Background: an optimization exercise with open tools, aiming at small area and a short achievable clock period. Do not read the settings as production practice. Function was checked by simulation only, so behaviour that the tests miss may differ from the original. Power and IR drop assume default switching activity.

File: flow/run.sh
#!/bin/bash
# synth_recipe.tcl (not shown) runs the flow's synth.tcl, then flattens the netlist and writes it again
# the make line also repeats each setting of config.mk as NAME=value (left out here)
make -C /OpenROAD-flow-scripts/flow DESIGN_CONFIG=/design/flow/config.mk WORK_HOME=/design/flow/orfs CLKGATE_MAP_FILE= SYNTH_SCRIPT=/design/flow/synth_recipe.tcl finish
File: flow/config.mk
export PLATFORM = sky130hd
export DESIGN_NAME = ALU_Micros1
export DESIGN_NICKNAME = ALU_Micros1
export VERILOG_FILES = /design/flow/design.v
export SDC_FILE = /design/flow/constraint.sdc
export NUM_CORES = 4
export LEC_CHECK = 0
export CAP_MARGIN = 20
export CORE_MARGIN = 2
export CORE_UTILIZATION = 40
export SLEW_MARGIN = 20
File: flow/constraint.sdc
create_clock -name core_clock -period 13.0 [get_ports {iClk}]
set_input_delay 2.6000 -clock core_clock [delete_from_list [all_inputs] [get_ports {iClk}]]
set_output_delay 2.6000 -clock core_clock [all_outputs]
set_load 0.01 [all_outputs]
File: flow/design.v
module ALU_Micros1(
input [7:0] iA,
input [7:0] iB,   
input [4:0] ALU_Sel, 
input iClk,
output [7:0] oRESALU,
output [4:0] oBanderas 
 ); 
   reg [8:0] ALU_Resultadomedio;
	reg [7:0] ALU_D;
	reg [7:0] ALU_Q;
	reg [4:0] Banderas_D;
	reg [4:0] Banderas_Q;
	reg ALU_Carry;
	wire par;
	assign oRESALU = ALU_Q [7:0];
	assign oBanderas = Banderas_Q [4:0];
	assign par = ~^ALU_Q;
 always @(posedge iClk) 
 begin 
     ALU_Q <= ALU_D;
	  Banderas_Q <= Banderas_D;
 end 
    always @(*)
    begin
        ALU_Resultadomedio = 9'b000000000;
        ALU_Carry = 1'b0;
        case(ALU_Sel)
		  5'b00000: begin  
           ALU_Resultadomedio [8:0] = iA * iB;
			  ALU_D [7:0] = ALU_Resultadomedio [7:0];
			  ALU_Carry = ALU_Resultadomedio [8:7];
			        end 
		  5'b00001: begin  
           ALU_Resultadomedio [8:0] = (iB == 8'b00000000) ? 9'b011111111 : iA / iB;
			  ALU_D [7:0] = ALU_Resultadomedio [7:0];
			  ALU_Carry = ALU_Resultadomedio [8:7];
			        end
        5'b00010: begin  
           ALU_Resultadomedio [8:0] = iA + 1'b1;
			  ALU_D [7:0] = ALU_Resultadomedio [7:0];
			  ALU_Carry = ALU_Resultadomedio [8:7];
			        end
        5'b00011: begin  
           ALU_Resultadomedio [8:0] = iA - 1'b1;
			  ALU_D [7:0] = ALU_Resultadomedio [7:0];
			  ALU_Carry = ALU_Resultadomedio [8:7];
			        end
        5'b00100: begin  
           ALU_Resultadomedio [8:0] = iA & iB;
			  ALU_D [7:0] = ALU_Resultadomedio [7:0];
			  ALU_Carry = ALU_Resultadomedio [8:7];
			        end
        5'b00101: begin  
           ALU_Resultadomedio [8:0] = iA | iB;
			  ALU_D [7:0] = ALU_Resultadomedio [7:0];
			  ALU_Carry = ALU_Resultadomedio [8:7];
			        end
        5'b00110: begin  
           ALU_D [7:0]  = ~iA;
			        end
        5'b00111: begin  
           ALU_Resultadomedio [8:0] = iA^iB;
			  ALU_D [7:0] = ALU_Resultadomedio [7:0];
			  ALU_Carry = ALU_Resultadomedio [8:7];
			        end
        5'b01000: begin  
           ALU_D [7:0]  = ~iA;
			         end
        5'b01001: begin  
           ALU_D [6:0] = iA [6:0] <<<iB [6:0];
			  ALU_D [7] = iA[7];
			        end
        5'b01010: begin  
           ALU_D [6:0] = iA [6:0] >>>iB [6:0];
			  ALU_D [7] = iA[7];
			         end
        5'b01011: begin  
           ALU_Resultadomedio [8:0] = iA<<iB;
			  ALU_D [7:0] = ALU_Resultadomedio [7:0];
			  ALU_Carry = ALU_Resultadomedio [8:7];
			         end
        5'b01100: begin  
           ALU_Resultadomedio [8:0] = iA>>iB;
			  ALU_D [7:0] = ALU_Resultadomedio [7:0];
			  ALU_Carry = ALU_Resultadomedio [8:7];
			         end
        5'b01101: begin  
           ALU_Resultadomedio [8:0] = {iA[7:0],iA[7]};
			  ALU_D [7:0] = ALU_Resultadomedio [7:0];
			  ALU_Carry = ALU_Resultadomedio [8:7];
			        end
        5'b01110: begin  
           ALU_Resultadomedio [8:0] = {iA[0],iA[7:1]};
			  ALU_D [7:0] = ALU_Resultadomedio [7:0];
			  ALU_Carry = ALU_Resultadomedio [8:7];
			        end
        5'b01111: begin  
           ALU_Resultadomedio [8:0] = iA+iB;
			  ALU_D [7:0] = ALU_Resultadomedio [7:0];
			  ALU_Carry = ALU_Resultadomedio [8:7];
			        end
        5'b10000: begin  
           ALU_Resultadomedio [8:0] = iA - iB;
			  ALU_D [7:0] = ALU_Resultadomedio [7:0];
			  ALU_Carry = ALU_Resultadomedio [8:7];
			        end
					  default: ALU_D = ALU_Q;
		  endcase
       if(ALU_Q==8'b00000000)  
         begin
			Banderas_D [0] =1'b1;
         end
		  else
			begin
	      Banderas_D [0] =1'b0;	
			end
		 if(ALU_Q [7]==1'b1 && ALU_Q > 8'b01111111 )  
         begin
			Banderas_D [1] =1'b1;
         end
		  else
			begin
	      Banderas_D [1] =1'b0;	
			end
		 if(ALU_Carry==1'b1)  
         begin
			Banderas_D [2] =1'b1;
         end
		  else
			begin
	      Banderas_D [2] =1'b0;	
			end
	    if(ALU_Resultadomedio > 9'b011111111)  
         begin
			Banderas_D [3] =1'b1;
         end
		  else
			begin
	       Banderas_D [3] =1'b0;	
			end
	    if(par==1'b1)  
         begin
			Banderas_D [4] =1'b1;
         end
		  else
			begin
	      Banderas_D [4] =1'b0;	
			end
end
endmodule
==> metrics list <==
- For this run the aggregate overflow at the end of global routing stands at 0.
- Worst setup path category: in -> reg
- Power density over the cells: 71.78 nW/um2
* Largest stage delay on the critical path: 0.55 ns
* Relative contribution of combinational cells to total power: 0.792
- After clock tree synthesis, the flow added hold-fix buffers numbering 0.
* Critical path endpoint category: flip-flop
- The tightest min-delay check is of the reg -> reg type.
- Clock share of power: 0.104
* Crit-path most repeated cell: ha_4
- In the global route stage, overall resource usage came out at 0.2857.
- Leakage power of the design: 0.003432 uW
* Count of cells along the worst register-to-register path: 4
- The worst register-to-register path ends at Banderas_Q[4].
- Yosys cell types: 90
- In the final layout, the share of cells above drive strength 1 is 0.2161.
- Portion of the post-synthesis area used by sequential elements: 0.05426
* Final clock skew: 0.01099 ns
- The synthesized netlist occupies a cell area of 6272 um2.
* Top achievable clock speed: 0.07950 GHz
- Transition time at the pin with the least slew margin: 1.120 ns
* Remaining max-slew budget at the tightest pin: 0.2337
* Sequential share of power: 0.104
* Wire length reported by the detailed router: 24150 um
- Clock-pin slew was measured on the worst setup and hold paths at 0.05 ns.
- Row Count: 45
- In the finished design, the share of the clock period the worst path needs comes to 0.9676.
- The congestion estimate from routability-driven global placement came to 1.009.
- Max Cap Viol: 0
- Across the VDD grid, the largest voltage drop is 51.84 uV.
* N_diodes: 0
- Time the worst path needs with I/O delays and setup: 12.58 ns
- After synthesis the netlist holds a flip-flop and latch count of 13.
- The initial antenna violation count was 1.
- Placeable core region: 15260 um2
- In this run the tool buffered the top-level ports with 34 buffer cells.
* Number of I/O pins: 35
- Leaving out fill and tap cells, the most frequent cell in the layout is buf_4.
- Result of the run: finished clean
* Switching pwr: 267.1 uW
* Internal power: 313.1 uW
* EDFF count, synth: 8
- Post-route worst hold slack: 0.5993 ns
* Initial Util: 0.4111
- CTS tree: built
* 1st-iter DRT viols: 791
- Area growth, synth to finish: 28.86%
- Root Driver: clkbuf_16
* Number of buffers created by CTS: 3
- Antenna-violating nets left: 0
* Post-route DRC: 0
* Pre-CTS worst setup slack: -0.7593 ns
* Final hold viol count: 0
- Among all stages on the critical path, the largest delay is contributed by or4_4.
- Dividing the detail-routed via count by the number of cells gives 6.168.
* Height of the chip: 129.2 um
- Synthesis produced a netlist whose cell count is 846.
* Worst R2R Setup Slack: 11.77 ns
* Crit path required time: 12.99 ns
- The final count of pins violating max slew is 0.
* Half-perimeter wire length of the detailed placement result: 17920 um
* Share of flip-flops with an asynchronous set or reset after synthesis: 0
- Entering global routing, the biggest net connects 28 pins.
* Warnings, synthesis: 1
* Final core occ: 0.5297
- The longest clock path from root to sink contains 2 buffers.
- Setup violations remaining at the end of the flow were counted as 0.
- Of the total power, the share spent switching nets is 0.4603.
- The first TritonRoute pass finished after 7 iterations.
- Clock tree synthesis found a total of 13 sinks.
- Clock insertion delay at the later pin of the skew report: 0.25 ns
* Routed wire per std cell: 20.66 um
* Die ar.: 16700 um2
* Startpoint Class: primary input
- Via count: 7210
* Commonest cells after routing, fill and taps aside: 116 x buf_4, 91 x nor2_1, 82 x ha_1, 66 x nand2_1, 56 x inv_1
* Total number of nets in the final design: 1098
- The via count of the first global-routing pass was 7042.
* Reg2Reg Launch Point: ALU_Q[0]
- Counting every net in the synthesized netlist gives 985.
- H-tree depth: 1
- Each instance of the synthesized netlist takes up on average 7.414 um2.
* Arrival time at the worst endpoint: 12.57 ns
- PnR worst setup slack: 0.4216 ns
- Total Power: 580.2 uW
- Peak fanout along the critical path: 6
* Crit path capture: ALU_Q[0]
- The critical path starts at iB[7].
- The most used flip-flop cell after synthesis is edfxtp_1.
* Width of the die: 129.2 um
- Global-route wire length before repair: 37580 um
-- state kept, by name, summed over array words and instances (netlist names) --
signal	flops
ALU_Q	8
Banderas_Q	5
-- logic make-up after synthesis --
group                    after synthesis  share of synthesized area
AO/OA/AOI/OAI                        236                     0.2709
XOR/XNOR                              35                    0.04887
adder cells (fa/ha/maj)              117                     0.2573
buffers and inverters                107                    0.06882
flip-flops                            13                    0.05426
multiplexers                          30                    0.05525
other                                  1                  0.0005979
AND/OR/NAND/NOR                      307                     0.2440
-- through the flow --
stage          setup TNS [ns]  std cells  area, um2
2_1_floorplan               0        846       6320
6_report                    0       1169       8083
4_1_cts                     0       1165       7774
5_1_grt              -0.07856       1169       8083
3_5_place_dp          -0.7593       1150       7497
3_3_place_gp          -0.4526       1150       7497
-- cells in the mapped netlist, drive strengths merged, types with 20 or more instances --
master  number  area (um2)
a21oi       48       240.2
clkbuf      34       127.6
fa          20       400.4
ha          97        1214
inv         56       210.2
nand2       68       255.2
nand3       22       110.1
nor2        93       351.6
nor3        31       166.4
o21ai       38       190.2
xnor2       24       210.2
-- layout make-up --
type	instances	area [um2]
clock buffers	4	78.83
inverters	63	237.7
flip-flops and latches	13	340.3
repair buffers	152	1235
fillers	1481	7176
multi-input cells	726	5927
well taps	211	264.0
-- power groups by stage --
stage / clock, uW / combinational, uW / sequential, uW
floorplan: 0 / 258 / 65.2
global placement: 0 / 409 / 61.3
detailed placement: 0 / 412 / 61.4
CTS: 60.3 / 428 / 60.7
global route: 61.4 / 504 / 61.8
finish: 60.3 / 459 / 60.6
-- layer usage --
layer	up-vias	share of wire	GRT usage
li1	3370	-	-
met1	3385	0.41	0.3616
met2	353	0.46	0.4740
met3	102	0.086	0.05285
met4	0	0.053	0.1272
met5	-	0	0
-- how the worst min path moves through the flow --
stage                         from             to  slack (ns)  cells after the start
after CTS                 ALU_Q[7]  Banderas_Q[1]        0.61                      2
final                     ALU_Q[7]  Banderas_Q[1]        0.60                      2
after detailed placement  ALU_Q[7]  Banderas_Q[1]        0.61                      2
after global routing      ALU_Q[7]  Banderas_Q[1]        0.67                      2
after global placement    ALU_Q[7]  Banderas_Q[1]        0.61                      2
after floorplan           ALU_Q[7]  Banderas_Q[1]        0.62                      2
-- timing repair --
action,CTS,global route
pin swaps,25,36
cloned,0,0
endpoints found under the setup margin,1,1
resized for setup,21,55
buffers inserted,11,4
endpoints found under the hold margin,0,0
-- worst max-delay path: cells and delay by family --
kind / cells / cell delay, ns
AND/OR/NAND/NOR: 12 / 2.70
buffers and inverters: 6 / 0.89
multiplexers: 3 / 0.97
adder cells (fa/ha/maj): 7 / 1.71
AO/OA/AOI/OAI: 19 / 3.67

-- afterwards: timing with drivers on the ports --
In the flow no input, the clock included, has a driving cell. The finished layout below was timed again as built, in two steps.
Step 1, drivers: a clkbuf_16 drives iClk and a buf_2 each remaining input, both assumed.
Step 2 moves the port delays by t, midway between the first and last clock arrival at a register: inputs arrive t later, outputs are due t later. That takes back most of the time a late clock gives input paths.
Slacks: no drivers / after step 1 / after step 2; pairs: no drivers / after step 1.
t, ns: 0.276
setup WS [ns]: 0.422 / 0.422 / 0.145
worst hold slack (ns): 0.599 / 0.599 / 0.599
After both steps this run still meets setup and hold. The setup slack of this run moves by 0.000 ns with the drivers and by -0.277 ns with both steps.
